This design comes from an exercise in tuning for small area on the open sky130 flow, not from production work. Function was checked by simulation only, so behaviour that the tests miss may differ from the original. No driver is modelled on the clock port, so clock power and skew are understated where the tree is cut down; a real chip needs a root buffer or a tree. Power and IR drop assume default switching activity.

Setup of job 104:
// UART
module UART(
    input clk,
    input rst,
    input start,
    input [7:0] tx_in,
    input rx,
    output tx,
    output [7:0] rx_output,
    output rx_done,
    output tx_done
);
    reg [3:0] q;
    reg [3:0] j;
    reg [7:0] tdata;
    reg tmux;
    wire t_idle = (j[1] & ~j[2] & j[3]);
    wire t_den = (j[1] & j[3]);
    wire j_step = (t_idle & start) | ((q[0] & q[2] & q[3])) | ((~j[0] & j[2] & j[3]));
    wire [3:0] q_nx = {((q[2])), ((q[1])), ((q[0])), ((~q[1] & ~q[3]) | (~q[0] & ~q[3]) | (~q[2] & q[3]))};
    wire [3:0] j_tg = {((~j[0] & ~j[1] & ~j[2])), ((~j[0] & ~j[1]) | (~j[0] & j[2] & j[3])), ((~j[0] & ~j[3]) | (~j[0] & ~j[2])), ((~j[3]) | (~j[2]) | (j[0]))};
    always @(*) begin
        case ({j[2], j[1], j[0]})
            3'd0: tmux = tdata[7];
            3'd1: tmux = tdata[6];
            3'd2: tmux = tdata[5];
            3'd3: tmux = tdata[4];
            3'd4: tmux = tdata[3];
            3'd5: tmux = tdata[2];
            3'd6: tmux = tdata[1];
            3'd7: tmux = tdata[0];
            default: tmux = 1'b1;
        endcase
    end
    always @(posedge clk) begin
        q <= (rst | t_idle) ? 4'd6 : q_nx;
        j <= rst ? 4'd10 : (j ^ ({4{j_step}} & j_tg));
        if (t_den) tdata <= tx_in;
    end
    assign tx = (((~j[3])) & tmux) | (j[1] & j[3]) | (~q[0] & j[0] & j[3]);
    assign tx_done = (~q[0] & ~q[3] & j[2] & j[3]);
    reg [3:0] p;
    reg [3:0] i;
    reg [7:0] rdata;
    wire r_idle = (~i[0] & ~i[1] & ~i[2] & ~i[3]);
    wire i_step = (r_idle & ~rx) | ((~p[1] & ~p[3]));
  ...
Size: about 88 cells after synthesis, ~23 I/O pins.
==> module UART, before the edit <==
module UART(
    input clk,
    input rst,
    input start,
    input [7:0] tx_in,
    input rx,
    output tx,
    output [7:0] rx_output,
    output rx_done,
    output tx_done
);
    reg [3:0] q;
    reg [3:0] j;
    reg [7:0] tdata;
    reg tmux;
    wire t_idle = (j[1] & ~j[2] & j[3]);
    wire t_den = (j[1] & j[3]);
    wire j_step = (t_idle & start) | ((q[0] & q[2] & q[3])) | ((~j[0] & j[2] & j[3]));
    wire [3:0] q_nx = {((q[2])), ((q[1])), ((q[0])), ((~q[1] & ~q[3]) | (~q[0] & ~q[3]) | (~q[2] & q[3]))};
    wire [3:0] j_tg = {((~j[0] & ~j[1] & ~j[2])), ((~j[0] & ~j[1]) | (~j[0] & j[2] & j[3])), ((~j[0] & ~j[3]) | (~j[0] & ~j[2])), ((~j[3]) | (~j[2]) | (j[0]))};
    always @(*) begin
        case ({j[2], j[1], j[0]})
            3'd0: tmux = tdata[7];
            3'd1: tmux = tdata[6];
            3'd2: tmux = tdata[5];
            3'd3: tmux = tdata[4];
            3'd4: tmux = tdata[3];
            3'd5: tmux = tdata[2];
            3'd6: tmux = tdata[1];
            3'd7: tmux = tdata[0];
            default: tmux = 1'b1;
        endcase
    end
    always @(posedge clk) begin
        q <= (rst | t_idle) ? 4'd6 : q_nx;
        j <= rst ? 4'd10 : (j ^ ({4{j_step}} & j_tg));
        if (t_den) tdata <= tx_in;
    end
    assign tx = (((~j[3])) & tmux) | (j[1] & j[3]) | (~q[0] & j[0] & j[3]);
    assign tx_done = (~q[0] & ~q[3] & j[2] & j[3]);
    reg [3:0] p;
    reg [3:0] i;
    reg [7:0] rdata;
    wire r_idle = (~i[0] & ~i[1] & ~i[2] & ~i[3]);
    wire i_step = (r_idle & ~rx) | ((~p[1] & ~p[3]));
    wire [3:0] p_nx = {((p[2])), ((p[1])), ((p[0])), ((p[0] & ~p[3]) | (~p[1] & ~p[2]) | (~p[0] & p[3]))};
    wire [3:0] i_tg = {((i[0] & i[1] & i[3]) | (i[0] & i[1] & i[2])), ((i[0] & i[1] & ~i[3])), ((i[0])), (1'b1)};
    always @(posedge clk) begin
        p <= (rst | r_idle) ? 4'd9 : p_nx;
        i <= rst ? 4'd0 : (i ^ ({4{i_step}} & i_tg));
        if (((~p[0] & ~p[2])) & ((~i[3]) | (~i[1]))) rdata <= {rx, rdata[7:1]};
    end
    assign rx_output = rdata;
    assign rx_done = (~p[1] & ~p[2] & i[0] & i[1] & i[3]);
endmodule
export LEC_CHECK = 0
export CAP_MARGIN = 0
export CORE_AREA = 3 3 63 63
export DIE_AREA = 0 0 66 66
export GPL_TIMING_DRIVEN = 0
export SLEW_MARGIN = 0
create_clock -name core_clock -period 10.0 [get_ports {clk}]
standard.sh (not shown) runs the stock make flow with config.mk's settings and CLKGATE_MAP_FILE= SYNTH_SCRIPT=/design/flow/synth_recipe.tcl, a recipe that flattens the netlist after the stock synthesis.
==> flow/flow/run.sh <==
#!/bin/bash
# Own flow: the standard layout (standard.sh), with three changes:
#  - synthesis maps the logic with an area-oriented abc script (flow/area.abc);
#  - port buffers are sky130_fd_sc_hd__buf_1 instead of the default choice;
#  - the clock is buffered by flow/my_cts.tcl (a few clock buffers, each
#    driving one cluster of flip-flops) in place of TritonCTS.
# Each tool's output goes to a log file of its own in this folder.
set -euo pipefail
export MY_WORK="$PWD"
export MY_ABC_SCRIPT="$PWD/flow/area.abc"
ARGS=(SYNTH_SCRIPT="$PWD/flow/my_synth.tcl" BUFFER_PORTS_ARGS="-buffer_cell sky130_fd_sc_hd__buf_1")
bash standard.sh "${ARGS[@]}" place > flow_place.log 2>&1
RES="$PWD/orfs/results/sky130hd/UART/base"
MY_RESULTS="$RES" PLATFORM_DIR="$FLOW_HOME/platforms/sky130hd" CLK_K=1 CLK_BUF=sky130_fd_sc_hd__buf_12 \
  openroad -no_init -exit flow/my_cts.tcl > flow_cts.log 2>&1
bash standard.sh "${ARGS[@]}" finish > flow_finish.log 2>&1
Other scripts of this flow, unchanged in this note and not shown: flow/flow/area.abc, flow/flow/my_cts.tcl, flow/flow/my_synth.tcl
[inputs] job 102 vs job 104
==> flow/design.v, changed modules only <==
module UART(
    input clk,
    input rst,
    input start,
    input [7:0] tx_in,
    input rx,
    output tx,
    output [7:0] rx_output,
    output rx_done,
    output tx_done
);
    reg [3:0] q;
    reg [3:0] j;
    reg [7:0] tdata;
    reg tmux;
    wire t_idle = (~q[3] & ~j[0] & ~j[2] & ~j[3]);
    wire t_end = (j[0] & j[2] & j[3]);
    wire t_load = rst | t_end | (t_idle & ~start);
    wire q_wrap = (~q[1] & ~q[2]);
    wire [3:0] q_nx = {((q[2])), ((q[1])), ((q[0])), ((q[0] & ~q[3]) | (~q[1] & ~q[2]) | (~q[0] & q[3]))};
    wire [3:0] j_tg = {((j[0] & j[1] & j[2])), ((j[0] & j[1])), ((j[0])), (1'b1)};
    always @(*) begin
        case ({j[2], j[1], j[0]})
            3'd0: tmux = tdata[4];
            3'd1: tmux = tdata[5];
            3'd2: tmux = tdata[6];
            3'd3: tmux = tdata[7];
            3'd4: tmux = tdata[0];
            3'd5: tmux = tdata[1];
            3'd6: tmux = tdata[2];
            3'd7: tmux = tdata[3];
            default: tmux = 1'b1;
        endcase
    end
    always @(posedge clk) begin
        q <= t_load ? 4'd6 : q_nx;
        j <= t_load ? 4'd2 : (j ^ ({4{q_wrap}} & j_tg));
        if (t_idle) tdata <= tx_in;
    end
    assign tx = (((j[2]) | (j[3])) & tmux) | (j[2] & j[3]) | (~q[0] & ~j[0] & ~j[2] & ~j[3]);
    assign tx_done = (~q[0] & ~q[1] & j[2] & j[3]);
    reg [3:0] p;
    reg [3:0] i;
    reg [7:0] rdata;
    wire r_idle = (~i[0] & ~i[1] & ~i[2] & ~i[3]);
    wire i_step = (r_idle & ~rx) | ((~p[1] & ~p[3]));
    wire [3:0] p_nx = {((p[2])), ((p[1])), ((p[0])), ((p[0] & ~p[3]) | (~p[1] & ~p[2]) | (~p[0] & p[3]))};
    wire [3:0] i_tg = {((i[0] & i[1] & i[3]) | (i[0] & i[1] & i[2])), ((i[0] & i[1] & ~i[3])), ((i[0])), (1'b1)};
    always @(posedge clk) begin
        p <= (rst | r_idle) ? 4'd9 : p_nx;
        i <= rst ? 4'd0 : (i ^ ({4{i_step}} & i_tg));
        if (((~p[0] & ~p[2])) & ((~i[3]) | (~i[1]))) rdata <= {rx, rdata[7:1]};
    end
    assign rx_output = rdata;
    assign rx_done = (~p[1] & ~p[2] & i[0] & i[1] & i[3]);
endmodule
Results
- Relative to job 104, the transition time at the pin with the least slew margin of job 102 is lower by 0.031 ns.
- For global-route usage, job 102 and job 104 come out practically identical.
- Sequential fraction of total cell area in job 102 vs job 104: down 0.24 points
- Job 102 against job 104: multiplexer fraction of the synthesized cell area saw little to no change; number of standard cells after synthesis saw a decrease; worst setup slack saw a decrease; total power of the final layout saw a decrease.
- Pre-CTS worst setup slack down 0.0058 ns in job 102 wrt job 104
- Static leakage (higher): job 102
- The clock input transition at the sequential cells of the worst setup and hold paths was comparable across job 102 and job 104.
- Job 102 -> job 104: hold slack flat
In every run of this note, the design's own scripts or RTL, not TritonCTS, make the clock network.

========
The RTL this note starts from:
==> flow/design.v <==
`timescale 1ns / 1ps
module UART(
    input clk,
    input rst,
    input start,
    input [7:0] tx_in,
    input rx,
    output tx,
    output [7:0] rx_output,
    output rx_done,
    output tx_done
);
    reg [3:0] q;
    reg [3:0] j;
    reg [7:0] tdata;
    wire t_idle = j[3] & j[2] & ~j[0] & ~q[1] & ~q[0];
    wire t_end  = j[3] & ~j[2] & j[0];
    wire t_load = rst | t_end | (t_idle & ~start);
    wire q_wrap = q[3] & q[1];
    always @(posedge clk) begin
        if (t_load) begin
            q <= 4'd8;
            j <= 4'd14;
        end else begin
            q <= q_wrap ? 4'd0 : q + 4'd1;
            if (q_wrap) j <= j + 4'd1;
        end
        if (t_idle) tdata <= tx_in;
    end
    assign tx = (~j[3] & tdata[j[2:0]]) | (j[3] & ~j[2]) | (j[3] & ~j[0] & ~q[1]);
    assign tx_done = j[3] & ~j[2] & ~j[0] & q[3] & q[0];
    reg [3:0] p;
    reg [3:0] i;
    reg [7:0] rdata;
    wire r_idle = (i == 4'd0) & ~p[2] & p[1] & p[0];
    wire r_end  = i[3] & i[1] & i[0];
    wire r_load = rst | r_end | (r_idle & rx);
    wire p_wrap = p[3] & p[1];
    always @(posedge clk) begin
        if (r_load) begin
            p <= 4'd3;
            i <= 4'd0;
        end else begin
            p <= p_wrap ? 4'd0 : p + 4'd1;
            if (p_wrap) i <= i + 4'd1;
        end
        if (p_wrap & ~(i == 4'd9)) rdata <= {rx, rdata[7:1]};
    end
    assign rx_output = rdata;
    assign rx_done = (i == 4'd10) & ~p[3] & p[2] & ~p[1] & ~p[0];
endmodule
make LEC_CHECK=0 CAP_MARGIN=20 CORE_MARGIN=2 CORE_UTILIZATION=40 SLEW_MARGIN=20 finish   # period 10.0 ns
run.sh (not shown) runs the stock make flow with config.mk's settings and CLKGATE_MAP_FILE= SYNTH_SCRIPT=/design/flow/synth_recipe.tcl, a recipe that flattens the netlist after the stock synthesis.
Stock flow here: none of the scripts above is used.
The starting point finished clean.
Change:
==> flow/design.v (replaced) <==
`timescale 1ns / 1ps
module UART(
    input clk,
    input rst,
    input start,
    input [7:0] tx_in,
    input rx,
    output tx,
    output [7:0] rx_output,
    output rx_done,
    output tx_done
);
    reg [3:0] q;
    reg [3:0] j;
    reg [7:0] tdata;
    wire t_idle = j[3] & j[2] & ~j[0] & ~q[1] & ~q[0];
    wire t_end  = j[3] & ~j[2] & j[0];
    wire t_load = rst | t_end | (t_idle & ~start);
    wire q_wrap = q[3] & q[1];
    wire [3:0] q_inc = {(q[3] & ~q[1]) | (q[2] & q[1] & q[0]),
                        q[2] ^ (q[1] & q[0]),
                        ~q_wrap & (q[1] ^ q[0]),
                        ~q_wrap & ~q[0]};
    wire [3:0] j_inc = {j[3] ^ (q_wrap & j[2] & j[1] & j[0]),
                        j[2] ^ (q_wrap & j[1] & j[0]),
                        j[1] ^ (q_wrap & j[0]),
                        j[0] ^ q_wrap};
    always @(posedge clk) begin
        q <= t_load ? 4'd8 : q_inc;
        j <= t_load ? 4'd14 : j_inc;
        if (t_idle) tdata <= tx_in;
    end
    assign tx = (~j[3] & tdata[j[2:0]]) | (j[3] & ~j[2]) | (j[3] & ~j[0] & ~q[1]);
    assign tx_done = j[3] & ~j[2] & ~j[0] & q[3] & q[0];
    reg [3:0] p;
    reg [3:0] i;
    reg [7:0] rdata;
    wire r_idle = ~i[3] & ~i[2] & ~i[1] & ~i[0] & ~p[2] & p[1] & p[0];
    wire r_end  = i[3] & i[1] & i[0];
    wire r_load = rst | r_end | (r_idle & rx);
    wire p_wrap = p[3] & p[1];
    wire [3:0] p_inc = {(p[3] & ~p[1]) | (p[2] & p[1] & p[0]),
                        p[2] ^ (p[1] & p[0]),
                        ~p_wrap & (p[1] ^ p[0]),
                        ~p_wrap & ~p[0]};
    wire [3:0] i_inc = {i[3] ^ (p_wrap & i[2] & i[1] & i[0]),
                        i[2] ^ (p_wrap & i[1] & i[0]),
                        i[1] ^ (p_wrap & i[0]),
                        i[0] ^ p_wrap};
    always @(posedge clk) begin
        p <= r_load ? 4'd3 : p_inc;
        i <= r_load ? 4'd0 : i_inc;
        if (p_wrap & ~(i[3] & i[0])) rdata <= {rx, rdata[7:1]};
    end
    assign rx_output = rdata;
    assign rx_done = i[3] & i[1] & ~i[0] & p[2] & ~p[1] & ~p[0];
endmodule
Power went down by roughly a tenth.
Final cell count went down by a little under a tenth.
Global-route usage went down by 0.38 points.
Sequential share of layout area went up by 3.2 points.
Clock power went down by a few percent.
Hold slack is about the same.
Via count went down by roughly a tenth.
Setup slack improves by 0.051 ns.
Wire length went down by about a fifth.
Die area went down by a little under a tenth.
Non-clock buffer count does not change.
Cell area went down by a few percent.
Area after synthesis went down by roughly a tenth.
Maximum frequency went up slightly.

## separate check: timing with driven ports
The flow's constraints put no driver on any port. The routed layouts listed below were extracted and timed again, unchanged, in two steps.
Step 1 (the two cells are an assumption about what drives the block):
set clk [get_ports {clk}]
set_driving_cell -lib_cell sky130_fd_sc_hd__clkbuf_16 $clk
set_driving_cell -lib_cell sky130_fd_sc_hd__buf_2 [delete_from_list [all_inputs] $clk]
Step 2 times the ports against the registers' clock, not the clock port: input delays grow and output delays shrink by t, the midpoint of the rising clock arrivals with the driver on.
Three values: ideal, step 1, step 2; two values: the first two.
run | shift t [ns] | slack for setup (ns) | worst setup path at the end
job 104 | 0.170 | 6.433 / 6.404 / 6.574 | register to output
job 102 | 0.172 | 6.419 / 6.389 / 6.561 | register to output
the first run of note 2 | 0.359 | 5.900 / 5.876 / 6.235 | register to output
the second run of note 2 | 0.338 | 5.950 / 5.929 / 6.267 | register to output
After both steps setup and hold are still met in every run listed.
